This is an optimization exercise on Yosys and OpenROAD, whose aim is small area and a short achievable clock period, not a production implementation. In this exercise RTL edits were held to simulation tests only and were not proved equivalent to the original. Power is estimated from default activity; no workload was simulated.

==> module AHB_Mul, before the edit <==
module AHB_Mul(
    input HCLK,
    input HRESETn,
    input [31:0]M_AHB_0_haddr,
    input [2:0]M_AHB_0_hburst,
    input M_AHB_0_hmastlock,
    input [3:0]M_AHB_0_hprot,
    output reg [31:0]M_AHB_0_hrdata,
    output M_AHB_0_hready,
    output M_AHB_0_hresp,
    input [2:0]M_AHB_0_hsize,
    input [1:0]M_AHB_0_htrans,
    input [31:0]M_AHB_0_hwdata,
    input M_AHB_0_hwrite,
    output[3:0] led
    );
    assign M_AHB_0_hready = 1'b1;
    assign M_AHB_0_hresp = 1'b0;
    reg [31:0] mem_A, mem_B, mem_C, mem_D, mem_E, mem_F, mem_G, mem_H;
    reg [31:0] p_s, p_c;      
    reg [2:0] p_t;        
    reg [6:0] p_3;        
    reg        w_act;         
    reg [3:0]  addr_q;        
    assign led[3:0] = mem_A[3:0];
    always @(posedge HCLK) begin
        w_act  <= HRESETn & M_AHB_0_htrans[1] & M_AHB_0_hwrite;
        addr_q <= M_AHB_0_haddr[5:2];
    end
    wire [31:0] wd = M_AHB_0_hwdata;
    wire mul_we = w_act & ~addr_q[3];
    wire p_we   = w_act & (addr_q == 4'h8);
    wire [31:0] wdr = wd & {32{HRESETn}};
    wire [7:0] ld;
    genvar i;
    generate for (i = 0; i < 8; i = i + 1) begin : g_ld
        assign ld[i] = ~HRESETn | (w_act & (addr_q == i));
    end endgenerate
    always @(posedge HCLK) begin
        if (ld[0]) mem_A <= wdr;
        if (ld[1]) mem_B <= wdr;
        if (ld[2]) mem_C <= wdr;
        if (ld[3]) mem_D <= wdr;
        if (ld[4]) mem_E <= wdr;
        if (ld[5]) mem_F <= wdr;
        if (ld[6]) mem_G <= wdr;
        if (ld[7]) mem_H <= wdr;
    end
    reg p_one;
    wire p_en = w_act & (~addr_q[3] | p_we);
    always @(posedge HCLK)
        p_one <= ~HRESETn | (p_one & ~p_en);
    wire [31:0] p = (p_one | p_we) ? 32'h1 : p_s + p_c + {^p_t, p_3, 24'h0};
    wire [31:0] ms, mc;
    wire [2:0] mt;
    wire [6:0] m3;
    AHB_Mul_booth u_mul (.p(wd), .d(p), .ms(ms), .mc(mc), .mt(mt), .m3(m3));
    always @(posedge HCLK) begin
        if (p_en) begin
            p_s <= ms;
            p_c <= mc;
            p_t <= mt;
            p_3 <= m3;
        end
    end
    reg [31:0] rd_ah;
    always @(*) begin
        case (addr_q[2:0])
            3'h0 : rd_ah = mem_A;
            3'h1 : rd_ah = mem_B;
            3'h2 : rd_ah = mem_C;
            3'h3 : rd_ah = mem_D;
            3'h4 : rd_ah = mem_E;
            3'h5 : rd_ah = mem_F;
            3'h6 : rd_ah = mem_G;
            default : rd_ah = mem_H;
        endcase
    end
    always @(*)
        M_AHB_0_hrdata = addr_q[3] ? (addr_q[2:0] == 3'h0 ? p : 32'h0) : rd_ah;
endmodule
Settings: LEC_CHECK=0, ABC_AREA=1, CAP_MARGIN=20, CORE_MARGIN=2, CORE_UTILIZATION=40, CTS_CLUSTER_DIAMETER=100, CTS_CLUSTER_SIZE=30, PLACE_DENSITY=0.6, SETUP_SLACK_MARGIN=4.5, SLEW_MARGIN=20; clock period 10.0 ns.
standard.sh (not shown) runs the stock make flow with config.mk's settings and CLKGATE_MAP_FILE= SYNTH_SCRIPT=/design/flow/synth_recipe.tcl, a recipe that flattens the netlist after the stock synthesis.
==> flow/flow/run.sh <==
#!/bin/bash
# Own layout flow: the standard synthesis and layout, with two changes:
#  - after synthesis, fixfa.py removes the inverters that Yosys's full-adder
#    extraction leaves between adder cells (each adder may be swapped for its
#    complemented form, fa(~a,~b,~c) = ~fa(a,b,c));
#  - the port buffers are buf_4 cells instead of the slow delay buffers that
#    buffer_ports picks by default.
# Each tool's full output goes to a log file of its own in this folder.
set -euo pipefail
R=orfs/results/sky130hd/AHB_Mul/base
bash standard.sh synth > synth.log 2>&1
cp $R/1_2_yosys.v yosys_orig.v
python3 flow/fixfa.py yosys_orig.v $R/1_2_yosys.v > fixfa.log 2>&1
rm -f $R/1_synth.odb $R/1_synth.sdc
bash standard.sh BUFFER_PORTS_ARGS="-buffer_cell sky130_fd_sc_hd__buf_4" finish > finish.log 2>&1
Other scripts of this flow, unchanged in this note and not shown: flow/flow/fixfa.py
The baseline passed the timing, design-rule and antenna checks.
Then changed:
--- a/flow/design.v
+++ b/flow/design.v
@@ -50,21 +50,20 @@
     reg p_one;
     wire p_en = w_act & (~addr_q[3] | p_we);
     always @(posedge HCLK)
         p_one <= ~HRESETn | (p_one & ~p_en);
     wire [31:0] p = (p_one | p_we) ? 32'h1 : p_s + p_c + {^p_t, p_3, 24'h0};
+    wire [31:0] dm = p_en ? wd : 32'h1;
     wire [31:0] ms, mc;
     wire [2:0] mt;
     wire [6:0] m3;
-    AHB_Mul_booth u_mul (.p(wd), .d(p), .ms(ms), .mc(mc), .mt(mt), .m3(m3));
+    AHB_Mul_booth u_mul (.p(dm), .d(p), .ms(ms), .mc(mc), .mt(mt), .m3(m3));
     always @(posedge HCLK) begin
-        if (p_en) begin
-            p_s <= ms;
-            p_c <= mc;
-            p_t <= mt;
-            p_3 <= m3;
-        end
+        p_s <= ms;
+        p_c <= mc;
+        p_t <= mt;
+        p_3 <= m3;
     end
     reg [31:0] rd_ah;
     always @(*) begin
         case (addr_q[2:0])
             3'h0 : rd_ah = mem_A;
Outcome: The changed run completed without violations; core utilization goes up by 0.31 points; setup slack got worse by 0.057 ns; total power falls by a quarter to a third; clock-buffer cell count goes up by 2; synthesized cell count barely changes; via count is higher slightly.

## separate check: timing with driven ports
Ports are ideal in the flow. The routed layouts listed here were re-timed in OpenROAD. Step 1, drivers: a clkbuf_16 drives HCLK and a buf_2 each remaining input, both assumed. Step 2 also shifts input and output timing later by t, the mid clock arrival at the registers, as if the neighbouring blocks saw the same clock. a / b / c = ideal ports / drivers / drivers and shift; a / b = the first two.
run | t, ns | setup WS [ns] | hold WS [ns] | latest minus earliest clock arrival (ns) | cell pins on the clock port's net
the first run | 0.629 | 4.518 / 4.459 / 3.941 | 0.506 / 0.506 / 0.506 | 0.032 / 0.032 | 1
the second run | 0.623 | 4.462 / 4.401 / 3.884 | 0.513 / 0.513 / 0.513 | 0.050 / 0.051 | 1
After both steps every run listed still meets setup and hold. For the second run, which loses most, drivers alone change the setup slack by -0.061 ns; drivers and shift together by -0.578 ns.
